From an optimization exercise on the open Yosys and OpenROAD flow, aimed at small area, a short achievable clock period and few clock cycles per item; shortcuts taken in it are not production practice. Where RTL was checked, it was by simulation tests only, not by an equivalence proof against the original. The clock input has no modelled driver; a real chip could not lean on it and would need a root buffer or a full tree. Power is estimated from default activity; no workload was simulated.

== zinc ==
## cpu
module cpu (
    input clk,
    input rst,
    input [15:0] sw,
    output [7:0] led
);
Size in the first run: roughly 260 cells after synthesis, ~26 I/O pins, about 1600 um^2 of cells after synthesis.
clock: 8.0 ns
lec_check: 0
cap_margin: 20
core_margin: 2
core_utilization: 40
slew_margin: 20
standard.sh (not shown) runs the stock make flow with config.mk's settings and CLKGATE_MAP_FILE= SYNTH_SCRIPT=/design/flow/synth_recipe.tcl, a recipe that flattens the netlist after the stock synthesis.
==> flow/flow/run.sh <==
#!/bin/bash
# The standard layout (standard.sh), with one change to synthesis: ABC maps
# the logic with this flow's abc.script (area mapping) instead of the ORFS
# script, and Yosys's adder extraction is skipped so ABC sees all the logic.
# Registers, flattening and renaming are those of the standard synthesis.
set -euo pipefail
here=$(pwd)
{ head -n 1 synth_recipe.tcl; cat flow/abc_override.tcl; tail -n +2 synth_recipe.tcl; } > my_synth.tcl
extra="ADDER_MAP_FILE= MY_ABC_SCRIPT=$here/flow/abc.script"
if [[ -f flow/make_args ]]; then extra="$extra $(cat flow/make_args)"; fi
sed -e "s#SYNTH_SCRIPT=[^ ]*#SYNTH_SCRIPT=$here/my_synth.tcl $extra#" standard.sh > my_standard.sh
bash my_standard.sh > flow.log 2>&1
==> flow/flow/abc.script <==
strash
dch
map
topo
==> flow/flow/abc_override.tcl <==
# Run ABC with this flow's own script in place of the ORFS one (the rest of
# the standard synthesis is unchanged).
proc abc {args} {
  set i [lsearch -exact $args -script]
  if {$i >= 0} { set args [lreplace $args $i [expr {$i + 1}] -script $::env(MY_ABC_SCRIPT)] }
  yosys abc {*}$args
}
==> flow/flow/make_args <==
SETUP_SLACK_MARGIN=5.6
--- input diff zinc..lagoon ---
==> flow/flow/abc.script <==
strash
dch
amap
topo
removed: flow/flow/make_args
lagoon finished all stages; the layout is clean. zinc finished every step from synthesis to the final layout, and the layout passed the timing, DRC and antenna checks. Summary of lagoon over zinc: first-pass GRT wire length went down by 570 um; shortest period the worst path allows went up by 1920 ps; worst slack at placement went down by 790 ps. Looking at well-tap cell count, lagoon sits 2 lower than zinc does. Sort lagoon and zinc by highest attainable clock frequency, ascending, and lagoon comes first. Diff zinc -> lagoon | setup slack | decrease of 1920 ps. Cmp lagoon vs zinc: initial standard-cell utilization of the core higher in lagoon. Looking at synthesized instance count across lagoon and zinc, the one that comes out lower is lagoon. As far as worst hold slack is concerned, zinc and lagoon perform about the same.
Input changes introduced in maple (baseline for comparison: lagoon):
==> flow/flow/make_args (new file) <==
SETUP_SLACK_MARGIN=5.6
Notes after the runs:
- maple -> lagoon: sequential cell count delta 0, exact match
- Looking at worst slew margin relative to its limit, maple sits above lagoon.
- The faster design of the two is maple; lagoon tops out lower.
- On wire length: between maple and lagoon, it ends up higher for maple.
- Design area was higher in the run labelled maple.
- The lower non-clock buffer count of maple and lagoon is in lagoon.
- Comparing maple and lagoon, the higher power share of the clock group is on lagoon.
- Sort maple and lagoon by switching component of the power, ascending, and lagoon comes first.
- Compared with lagoon, in maple total design power higher, final hold slack moved up, worst setup slack rose 1360 ps.
diff inputs: maple => willow
Settings: putting SETUP_SLACK_MARGIN at 5 where nothing was set.
removed: flow/flow/make_args
==> summary.txt <==
Between maple and willow, sequential group share of total power increased. Diff maple -> willow | sequential standard cell area | decrease of 7.5 um^2. Comparing reported leakage power for willow and maple, the bigger number came from maple. willow vs. maple: fraction of area in multi-input gates has increased; final-stage net count has decreased; routability congestion estimate from global placement has decreased; cell area reported after detailed placement has decreased; non-clock inverter total of the final layout has remained practically unchanged. Global-route met3 utilization: willow vs maple up 1.6 points. In the reports for willow and maple, the smaller wire length of the first global-routing pass belongs to willow. Relative to maple, clock network power share increased by 0.5 points in willow.
No functional check of the RTL was part of any run of this note.


## ember
cpu, a different RTL version from the one above (not shown whole).
For scale: ~29 flip-flops, about 26 I/O pins, ~1800 um2 of cells after synthesis.
## cpu
module cpu (
    input clk,
    input rst,
    input [15:0] sw,
    output [7:0] led
);
clock: 8.0 ns
lec_check: 0
cap_margin: 20
core_margin: 2
core_utilization: 40
slew_margin: 20
==> flow/flow/run.sh <==
#!/bin/bash
# The standard layout (standard.sh), with these changes:
# - synthesis: ABC maps the logic with this flow's abc.script instead of the
#   ORFS script, and Yosys's adder extraction is skipped so ABC sees all the
#   logic. Registers, flattening and renaming are those of the standard
#   synthesis (synth_recipe.tcl with abc_override.tcl inserted).
# - flow/env.sh may set further ORFS variables (timing-repair target, port
#   buffer cell).
set -euo pipefail
here=$(pwd)
{ head -n 1 synth_recipe.tcl; cat flow/abc_override.tcl; tail -n +2 synth_recipe.tcl; } > my_synth.tcl
export MY_ABC_SCRIPT=$here/flow/abc.script
if [[ -f flow/abc_fast.script ]]; then export MY_ABC_FAST=$here/flow/abc_fast.script; fi
if [[ -f flow/env.sh ]]; then source flow/env.sh; fi
sed -e "s#SYNTH_SCRIPT=[^ ]*#SYNTH_SCRIPT=$here/my_synth.tcl ADDER_MAP_FILE=#" standard.sh > my_standard.sh
bash my_standard.sh > flow.log 2>&1
==> flow/flow/abc.script <==
strash
dch
map
topo
==> flow/flow/env.sh <==
export SETUP_SLACK_MARGIN=5.7
export BUFFER_PORTS_ARGS="-buffer_cell sky130_fd_sc_hd__buf_1"
export PRE_CTS_TCL=$here/flow/one_buf.tcl
==> flow/flow/one_buf.tcl <==
# Clock tree of one buffer: the clock port drives a single clkbuf_16 placed at
# the centre of the registers, which drives every register's clock pin.
# Replaces clock_tree_synthesis for this small design (cts.tcl's repair and
# legalisation still run after it).
proc clock_tree_synthesis {args} {
  set block [ord::get_db_block]
  set clk_port [lindex [get_ports clk] 0]
  set net [$block findNet clk]
  set xs 0; set ys 0; set n 0
  foreach it [$net getITerms] {
    set inst [$it getInst]
    set box [$inst getBBox]
    set xs [expr {$xs + ([$box xMin] + [$box xMax]) / 2}]
    set ys [expr {$ys + ([$box yMin] + [$box yMax]) / 2}]
    incr n
  }
  set dbu [$block getDbUnitsPerMicron]
  set x [expr {double($xs) / $n / $dbu}]
  set y [expr {double($ys) / $n / $dbu}]
  puts "one_buf: $n clock sinks, buffer at $x $y"
  insert_buffer -buffer_cell sky130_fd_sc_hd__clkbuf_16 -net clk -location [list $x $y] -buffer_name clkbuf_root -net_name clknet_root
  set_propagated_clock [all_clocks]
}
Scripts as last shown in full above: flow/flow/abc_override.tcl
Testbench counts of ember, summed over its fixed seeds: cycles 10,080, jobs 2,016.
The following lists how raven was set up differently from ember:
==> flow/flow/env.sh <==
export SETUP_SLACK_MARGIN=5.8
export BUFFER_PORTS_ARGS="-buffer_cell sky130_fd_sc_hd__buf_1"
export PRE_CTS_TCL=$here/flow/one_buf.tcl
==> summary.txt <==
Count of buffers added by post-CTS timing repair for setup ended up 4 higher on raven than on ember. Layout-stage area growth over the synthesis result: raven higher than ember. Taking ember as the reference point, the design area of raven rises by 160 um2. Global-route track usage on met3: ember vs raven identical.
Setup changes, raven to onyx
==> flow/flow/env.sh <==
export SETUP_SLACK_MARGIN=5.65
export BUFFER_PORTS_ARGS="-buffer_cell sky130_fd_sc_hd__buf_1"
-- flow/config.mk --
<<< raven, line 9
export CORE_MARGIN = 2
export CORE_UTILIZATION = 40
export SLEW_MARGIN = 20
>>> onyx, line 9
export CORE_MARGIN = 2
export CORE_UTILIZATION = 40
export CTS_BUF_LIST = sky130_fd_sc_hd__clkbuf_4
export CTS_CLUSTER_DIAMETER = 200
export CTS_CLUSTER_SIZE = 32
export SLEW_MARGIN = 20
removed: flow/flow/one_buf.tcl
[summary]
- Leakage power of the design (onyx vs. raven) decreases slightly
- In the flow results for onyx and raven, the met3 capacity usage during global routing is smaller on raven.
- Where cell area after layout is concerned, raven is outperformed by onyx.
- Tightest slew margin relative to the limit essentially unchanged between raven and onyx.
- Going from raven to onyx, worst setup slack went down by 160 ps, period utilization now larger.
Setup changes, onyx to yarrow
-- flow/config.mk --
<<< onyx, line 9
export CORE_MARGIN = 2
export CORE_UTILIZATION = 40
export CTS_BUF_LIST = sky130_fd_sc_hd__clkbuf_4
export CTS_CLUSTER_DIAMETER = 200
export CTS_CLUSTER_SIZE = 32
export SLEW_MARGIN = 20
>>> yarrow, line 9
export CORE_MARGIN = 2
export CORE_UTILIZATION = 40
export SLEW_MARGIN = 20
yarrow finished end to end and its layout was clean on timing, DRC and antenna. Comparing onyx and yarrow, proportion of power drawn by combinational gates is higher on onyx. Re layout multi-input combinational cell count: no difference whatsoever between yarrow and onyx. Summary of yarrow over onyx: final critical path time including I/O delays and setup fell 60 ps; total power after layout rose 20 uW. Reported for onyx and yarrow, worst slack after detailed placement turned out identical to the last digit. Sort onyx and yarrow by design internal power, ascending, and onyx comes first. Summary: fmax, yarrow better than onyx. | combinational power | yarrow vs onyx | 11% lower |. In the tables for onyx and yarrow, insertion delay to the later sink of the worst-skew pair reads higher with onyx.
The clock cells of ember and raven come from the design's own scripts or RTL, not from TritonCTS.


Setup of job 7845:
Another version of the RTL of cpu (not shown whole).
Size: roughly 260 cells after synthesis, ~29 flip-flops, about 26 I/O pins, ~1700 µm² of cells after synthesis.
export LEC_CHECK = 0
export CAP_MARGIN = 20
export CORE_MARGIN = 2
export CORE_UTILIZATION = 40
export SLEW_MARGIN = 20
create_clock -name core_clock -period 8.0 [get_ports {clk}]
==> flow/flow/env.sh <==
export SETUP_SLACK_MARGIN=5.6
export BUFFER_PORTS_ARGS="-buffer_cell sky130_fd_sc_hd__buf_1"
export PRE_CTS_TCL=$here/flow/one_buf.tcl
==> flow/flow/one_buf.tcl <==
# Clock tree of one buffer: the clock port drives a single clkbuf_16 placed at
# the centre of the registers, which drives every register's clock pin.
# Replaces clock_tree_synthesis for this small design (cts.tcl's repair and
# legalisation still run after it).
proc clock_tree_synthesis {args} {
  set block [ord::get_db_block]
  set clk_port [lindex [get_ports clk] 0]
  set net [$block findNet clk]
  set xs 0; set ys 0; set n 0
  foreach it [$net getITerms] {
    set inst [$it getInst]
    set box [$inst getBBox]
    set xs [expr {$xs + ([$box xMin] + [$box xMax]) / 2}]
    set ys [expr {$ys + ([$box yMin] + [$box yMax]) / 2}]
    incr n
  }
  set dbu [$block getDbUnitsPerMicron]
  set x [expr {double($xs) / $n / $dbu}]
  set y [expr {double($ys) / $n / $dbu}]
  puts "one_buf: $n clock sinks, buffer at $x $y"
  insert_buffer -buffer_cell sky130_fd_sc_hd__clkbuf_16 -net clk -location [list $x $y] -buffer_name clkbuf_root -net_name clknet_root
  set_propagated_clock [all_clocks]
}
Scripts as last shown in full above: flow/flow/run.sh, flow/flow/abc.script, flow/flow/abc_override.tcl
Job 7845 did not stop at any stage, and its layout met the timing, DRC and antenna checks.
Testbench counts of job 7845, summed over its fixed seeds: cycles 10,080, jobs 2,016.
Changes in job 1729 relative to job 7845:
==> flow/flow/abc.script <==
strash
dch -f
map
topo
==> flow/flow/env.sh <==
export SETUP_SLACK_MARGIN=5.75
export BUFFER_PORTS_ARGS="-buffer_cell sky130_fd_sc_hd__buf_1"
export PRE_CTS_TCL=$here/flow/one_buf.tcl
## What came out
Summary of the comparison: final period utilization is lower in job 1729, relative to job 7845. Job 1729: share of total power in the clock network is 0.6 points lower than what job 7845 reported. Comparing job 1729 and job 7845, the lower complex-gate fraction of the synthesized area was measured on job 1729. Going from job 7845 to job 1729, depth of the worst register-to-register path dropped 1; number of DRC markers after the initial detailed-route iteration increased by 21 relative to the old numbers; setup slack of the most critical reg-to-reg path +0.09 ns; wire length per cell decreased by about 1.5% relative to the old numbers. Compared to job 7845, job 1729 has utilization 2.9 points higher. Per-cell via count in the routed design (job 1729 vs. job 7845) increases by a few percent. Cmp job 1729 and job 7845 / cell count / lower: job 7845.
Modified inputs, job 9615 compared to job 1729
==> flow/flow/abc.script <==
strash
&get -n
&dch -f
&nf
&put
topo
==> flow/flow/env.sh <==
export SETUP_SLACK_MARGIN=5.7
export BUFFER_PORTS_ARGS="-buffer_cell sky130_fd_sc_hd__buf_1"
export PRE_CTS_TCL=$here/flow/one_buf.tcl
Each of the runs, namely job 9615 and job 1729, reached the end of the flow and came out clean.
Re final weighted congestion of routability-driven global placement: job 9615 and job 1729 aren't equal, and the higher value belongs to job 1729.
From job 1729 to job 9615 the numbers moved as follows: global router's overall resource usage now smaller; wire length of the first global-routing pass now sits lower; proportion of cell area occupied by registers went up.
From job 9615 to job 1729, number of tapcells did not move at all.
Job 9615 contains fewer vias than job 1729.
Job 9615 vs job 1729: floorplan die width down by a few percent
Against job 1729, areal power density over the cells in job 9615 rose by a few percent.
Post-route standard cell area excluding fillers (job 9615 vs. job 1729) decreases by a few percent
Input changes introduced in job 4041 (baseline for comparison: job 9615):
- an added PLACE_DENSITY of 0.8
- a change of CORE_UTILIZATION from 40 to 65
==> flow/flow/abc.script <==
strash
dch -f
map
topo
==> flow/flow/env.sh <==
export SETUP_SLACK_MARGIN=5.7
export PRE_GLOBAL_PLACE_TCL=$here/flow/ports.tcl
export PRE_CTS_TCL=$here/flow/one_buf.tcl
==> flow/flow/ports.tcl (new file) <==
# Port buffers: buf_1 on the inputs (they feed registers directly and arrive
# with time to spare), buf_2 on the outputs (the register-to-output path is
# the design's critical path).
rename buffer_ports my_orig_buffer_ports
proc buffer_ports {args} {
  my_orig_buffer_ports -inputs -buffer_cell sky130_fd_sc_hd__buf_1
  my_orig_buffer_ports -outputs -buffer_cell sky130_fd_sc_hd__buf_2
}
--- outcome ---
Final critical delay including setup and external delays (higher): job 9615
Job 9615 fits on a die that is larger than the die of job 4041.
Comparing job 9615 and job 4041, the higher final net count was measured on job 4041.
Compared to job 9615, job 4041 has area overhead of the layout relative to synthesis 5.7 points lower.
NOTE: internal power of the cells in job 4041 falls short of that of job 9615
Diff job 9615 -> job 4041 | leakage power total | up by a little under 10%
Clock skew: job 4041 vs job 9615 — no meaningful difference
Job 9615 has lower proportion of power drawn by the clock network than job 4041.
Job 4041 against job 9615; placeable core region is down by more than a quarter.
Worst hold margin came out lower on job 4041 than on job 9615.
Cell area | job 4041 vs job 9615 | job 4041 smaller
In every run of this note, the design's own scripts or RTL, not TritonCTS, make the clock network.

[what the ideal ports hide]
The results above use ideal ports. As a check the final layouts listed here were re-extracted and re-timed, cells and wires unchanged. Step 1 (the two cells are an assumption about what drives the block):
set clk [get_ports {clk}]
set_driving_cell -lib_cell sky130_fd_sc_hd__clkbuf_16 $clk
set_driving_cell -lib_cell sky130_fd_sc_hd__buf_2 [delete_from_list [all_inputs] $clk]
Step 2 times the ports against the registers' clock, not the clock port: input delays grow and output delays shrink by t, the midpoint of the rising clock arrivals with the driver on. Three values: ideal, step 1, step 2; two values: the first two.
| run | t, ns | slack for setup (ns) | worst setup path at the end | worst register clock-pin slew, ns |
|---|---|---|---|---|
| zinc | 0.281 | 5.381 / 5.340 / 5.059 | input to register | 0.08 / 0.08 |
| lagoon | 0.276 | 3.463 / 3.463 / 3.463 | register to register | 0.07 / 0.07 |
| maple | 0.276 | 4.827 / 4.827 / 4.827 | register to register | 0.07 / 0.07 |
| willow | 0.277 | 4.773 / 4.773 / 4.773 | register to register | 0.07 / 0.07 |
| ember | 0.189 | 5.741 / 5.714 / 5.815 | register to register | 0.10 / 0.10 |
| raven | 0.189 | 5.782 / 5.755 / 5.919 | register to register | 0.10 / 0.10 |
| onyx | 0.347 | 5.618 / 5.596 / 5.786 | register to register | 0.10 / 0.10 |
| yarrow | 0.301 | 5.678 / 5.654 / 5.795 | register to register | 0.06 / 0.06 |
| job 7845 | 0.194 | 5.708 / 5.678 / 5.787 | register to register | 0.11 / 0.11 |
| job 1729 | 0.190 | 5.782 / 5.753 / 5.877 | register to register | 0.10 / 0.10 |
| job 9615 | 0.188 | 5.726 / 5.699 / 5.839 | register to register | 0.10 / 0.10 |
| job 4041 | 0.185 | 5.752 / 5.725 / 5.846 | register to register | 0.10 / 0.10 |
After both steps every run listed still meets setup and hold. The setup slack of zinc, which loses most, moves by -0.041 ns with the drivers and by -0.322 ns with both steps.
